What follows belongs to an exercise in optimizing a design on an open flow for small area, a short achievable clock period and few clock cycles per item; a production flow would make more cautious choices. Where RTL was checked, it was by simulation tests only, not by an equivalence proof against the original.

// mult_controller
module mult_controller #(
    parameter integer WIDTH = 32
)
(
    input logic clk,
    input logic rst_n,
    input logic start,
    input logic signed [WIDTH - 1: 0] multiplicand,
    input logic signed [WIDTH - 1: 0] multiplier,
    output logic signed [2 * WIDTH - 1: 0] product,
    output logic done
);
For scale: about 1,600 cells after synthesis, ~150 flip-flops, ~130 I/O pins.
==> flow/config.mk <==
export PLATFORM = sky130hd
export DESIGN_NAME = mult_controller
export DESIGN_NICKNAME = mult_controller
export VERILOG_FILES = /design/flow/design.v
export SDC_FILE = /design/flow/constraint.sdc
export NUM_CORES = 4
export LEC_CHECK = 0
export ABC_AREA = 1
export CAP_MARGIN = 20
export CORE_MARGIN = 2
export CORE_UTILIZATION = 40
export CTS_BUF_LIST = sky130_fd_sc_hd__clkbuf_8
export SETUP_SLACK_MARGIN = 1.3
export SLEW_MARGIN = 20
export BUFFER_PORTS_ARGS = -buffer_cell sky130_fd_sc_hd__buf_1
==> flow/constraint.sdc <==
create_clock -name core_clock -period 4.5 [get_ports {clk}]
set_input_delay 0.9000 -clock core_clock [delete_from_list [all_inputs] [get_ports {clk}]]
set_output_delay 0.9000 -clock core_clock [all_outputs]
set_load 0.01 [all_outputs]
standard.sh (not shown) runs the stock make flow with config.mk's settings and CLKGATE_MAP_FILE= SYNTH_SCRIPT=/design/flow/synth_recipe.tcl, a recipe that flattens the netlist after the stock synthesis.
==> flow/flow/run.sh <==
#!/bin/bash
# The standard layout, except that the port buffers are plain buffers
# (sky130_fd_sc_hd__buf_1, which timing repair may resize) instead of the
# delay cells buffer_ports picks by default.
set -euo pipefail
echo 'export BUFFER_PORTS_ARGS = -buffer_cell sky130_fd_sc_hd__buf_1' >> config.mk
bash standard.sh > standard.log 2>&1
The first run ran to the end with no violations.
Change:
==> flow/flow/run.sh (replaced) <==
#!/bin/bash
# The standard layout, except that:
# - the port buffers are plain buffers (sky130_fd_sc_hd__buf_1, which timing
#   repair may resize) instead of the delay cells buffer_ports picks;
# - synthesis maps adders with yosys's own Brent-Kung carry lookahead instead
#   of the Kogge-Stone extra map (any non-empty SYNTH_OPERATIONS_ARGS drops
#   it; -noshare is already on every synth call).
set -euo pipefail
echo 'export BUFFER_PORTS_ARGS = -buffer_cell sky130_fd_sc_hd__buf_1' >> config.mk
echo 'export SYNTH_OPERATIONS_ARGS = -noshare' >> config.mk
bash standard.sh > standard.log 2>&1
--- a/flow/config.mk
+++ b/flow/config.mk
@@ -15,0 +16 @@
+export SYNTH_OPERATIONS_ARGS = -noshare
=> Worst hold slack stays flat; die area goes down by 11%.
No run of this note included a check of the RTL's function; only the layout flow was run.

---

Another version of the RTL of mult_controller (not shown whole).
For scale: about 130 I/O pins, about 11000 um2 of cells after synthesis.
Settings: LEC_CHECK=0, ABC_AREA=1, CAP_MARGIN=20, CORE_MARGIN=2, CORE_UTILIZATION=40, CTS_BUF_LIST=sky130_fd_sc_hd__clkbuf_8, SETUP_SLACK_MARGIN=1.3, SLEW_MARGIN=20, BUFFER_PORTS_ARGS=-buffer_cell sky130_fd_sc_hd__buf_1, SYNTH_OPERATIONS_ARGS=-noshare; clock period 4.5 ns.
==> flow/flow/run.sh <==
#!/bin/bash
# The standard layout, except that:
# - the port buffers are plain buffers (sky130_fd_sc_hd__buf_1, which timing
#   repair may resize) instead of the delay cells buffer_ports picks;
# - synthesis maps adders with yosys's own Brent-Kung carry lookahead instead
#   of the Kogge-Stone extra map (any non-empty SYNTH_OPERATIONS_ARGS drops
#   it; -noshare is already on every synth call).
set -euo pipefail
echo 'export BUFFER_PORTS_ARGS = -buffer_cell sky130_fd_sc_hd__buf_1' >> config.mk
echo 'export SYNTH_OPERATIONS_ARGS = -noshare' >> config.mk
bash standard.sh > standard.log 2>&1
Testbench counts at the start, summed over its fixed seeds: cycles 8,008, items 1,600.
Next try:
==> flow/flow/run.sh (replaced) <==
#!/bin/bash
# The standard layout, except that the port buffers are plain buffers
# (sky130_fd_sc_hd__buf_1, which timing repair may resize) instead of the
# delay cells buffer_ports picks by default.
set -euo pipefail
echo 'export BUFFER_PORTS_ARGS = -buffer_cell sky130_fd_sc_hd__buf_1' >> config.mk
bash standard.sh > standard.log 2>&1
CTS_BUF_LIST = not set   (was sky130_fd_sc_hd__clkbuf_8)
SYNTH_OPERATIONS_ARGS = not set   (was -noshare)
Effect: The changed run ran to the end with no violations; worst hold slack improved by 0.050 ns; wire length is higher by 13%; global-route usage rises by 2.2 points; maximum frequency is higher by about 3.7%; worst setup slack is better by 0.11 ns; flip-flop and latch count does not change; final area fell by about 4.4%.
Next try:
CTS_BUF_LIST = sky130_fd_sc_hd__clkbuf_8   (was not set)
GPL_TIMING_DRIVEN = 0   (was not set)
Register-to-register slack got worse by 0.10 ns; worst hold slack loses 0.039 ns; final cell count increases by a few percent; final area increases by a few percent.

---

Another version of the RTL of mult_controller (not shown whole).
Size: roughly 1500 cells after synthesis, about 150 flip-flops, ~130 I/O pins, ~0.013 mm2 of cells after synthesis.
Design mult_controller, start of the top module:
module mult_controller #(
    parameter integer WIDTH = 32
)
(
    input logic clk,
    input logic rst_n,
    input logic start,
    input logic signed [WIDTH - 1: 0] multiplicand,
    input logic signed [WIDTH - 1: 0] multiplier,
    output logic signed [2 * WIDTH - 1: 0] product,
    output logic done
);
    logic busy;                   
    logic [1:0] cnt;             
    logic [31:0] pl;              
    logic bprev;                  
    logic [31:0] ph;              
    logic [39:0] q0, q1;          
    wire [31:0] mx = multiplier;
    wire [8:0] wp = {mx[7:0], 1'b0};
    wire [8:0] wr = {pl[7:0], bprev};
    wire [32:0] am = {multiplicand[31], multiplicand};   
    wire [32:0] a2 = {multiplicand, 1'b0};               
    wire [3:0] ng;
    wire [2:0] wp0 = wp[2:0];
    wire onep0 = wp0[0] ^ wp0[1];
    wire twop0 = (wp0[2] & ~wp0[1] & ~wp0[0]) | (~wp0[2] & wp0[1] & wp0[0]);
    wire [2:0] wr0 = wr[2:0];
    wire oner0 = wr0[0] ^ wr0[1];
    wire twor0 = (wr0[2] & ~wr0[1] & ~wr0[0]) | (~wr0[2] & wr0[1] & wr0[0]);
    wire one0 = start ? onep0 : oner0;
    wire two0 = start ? twop0 : twor0;
    assign ng[0] = start ? wp0[2] : wr0[2];
    wire [32:0] x0 = ((am & {33{one0}}) | (a2 & {33{two0}})) ^ {33{ng[0]}};
    wire [2:0] wp1 = wp[4:2];
    wire onep1 = wp1[0] ^ wp1[1];
    wire twop1 = (wp1[2] & ~wp1[1] & ~wp1[0]) | (~wp1[2] & wp1[1] & wp1[0]);
    wire [2:0] wr1 = wr[4:2];
    wire oner1 = wr1[0] ^ wr1[1];
    wire twor1 = (wr1[2] & ~wr1[1] & ~wr1[0]) | (~wr1[2] & wr1[1] & wr1[0]);
    wire one1 = start ? onep1 : oner1;
    wire two1 = start ? twop1 : twor1;
    assign ng[1] = start ? wp1[2] : wr1[2];
    wire [32:0] x1 = ((am & {33{one1}}) | (a2 & {33{two1}})) ^ {33{ng[1]}};
    wire [2:0] wp2 = wp[6:4];
    wire onep2 = wp2[0] ^ wp2[1];
    wire twop2 = (wp2[2] & ~wp2[1] & ~wp2[0]) | (~wp2[2] & wp2[1] & wp2[0]);
  ...
export LEC_CHECK = 0
export ABC_AREA = 1
export CAP_MARGIN = 20
export CORE_MARGIN = 2
export CORE_UTILIZATION = 40
export CTS_BUF_LIST = sky130_fd_sc_hd__clkbuf_8
export SETUP_SLACK_MARGIN = 1.5
export SLEW_MARGIN = 20
export BUFFER_PORTS_ARGS = -buffer_cell sky130_fd_sc_hd__buf_1
create_clock -name core_clock -period 4.5 [get_ports {clk}]
==> flow/flow/run.sh <==
#!/bin/bash
# The standard layout, except that the port buffers are plain buffers
# (sky130_fd_sc_hd__buf_1, which timing repair may resize) instead of the
# delay cells buffer_ports picks by default.
set -euo pipefail
echo 'export BUFFER_PORTS_ARGS = -buffer_cell sky130_fd_sc_hd__buf_1' >> config.mk
bash standard.sh > standard.log 2>&1
The first run finished with timing, DRC and antenna clean.
==> next run, changes <==
- SETUP_SLACK_MARGIN: 1.5 -> 1.3
Effect: Design area is lower by 7.9%. Critical path depth is lower by 2. Utilization is lower by 4.1 points. Sequential share of layout area is higher by 2.0 points.
No run of this note included a check of the RTL's function; only the layout flow was run.

==> separate check: timing with driven ports <==
The flow's constraints put no driver on any port. The routed layouts listed below were extracted and timed again, unchanged, in two steps.
Step 1 (the two cells are an assumption about what drives the block):
set clk [get_ports {clk}]
set_driving_cell -lib_cell sky130_fd_sc_hd__clkbuf_16 $clk
set_driving_cell -lib_cell sky130_fd_sc_hd__buf_2 [delete_from_list [all_inputs] $clk]
Step 2 adds t to the input delays and takes it off the output delays; t is the mean of the earliest and latest rising clock arrival at the registers after step 1. Input paths then give back, and output paths get back, about the clock's delay inside the block.
Three values: no drivers, after step 1, after step 2; two values: the first two.
run | t, ns | setup slack, ns | hold slack, ns | cell pins on the clock port's net
the first run of note 1 | 0.510 | 1.341 / 1.338 / 0.879 | 0.251 / 0.241 / 0.514 | 1
the second run of note 1 | 0.492 | 0.982 / 0.983 / 0.491 | 0.250 / 0.243 / 0.502 | 1
the first run of note 2 | 0.510 | 1.273 / 1.273 / 0.796 | 0.241 / 0.219 / 0.504 | 1
the second run of note 2 | 0.477 | 1.386 / 1.386 / 0.952 | 0.291 / 0.270 / 0.493 | 1
the third run of note 2 | 0.495 | 1.285 / 1.285 / 0.852 | 0.252 / 0.241 / 0.526 | 1
the first run of note 3 | 0.508 | 1.355 / 1.353 / 0.845 | 0.234 / 0.235 / 0.502 | 1
the second run of note 3 | 0.519 | 1.359 / 1.366 / 0.847 | 0.243 / 0.266 / 0.523 | 1
After both steps every run listed still meets setup and hold. For the second run of note 3, which loses most, drivers alone change the setup slack by +0.007 ns; drivers and shift together by -0.512 ns.
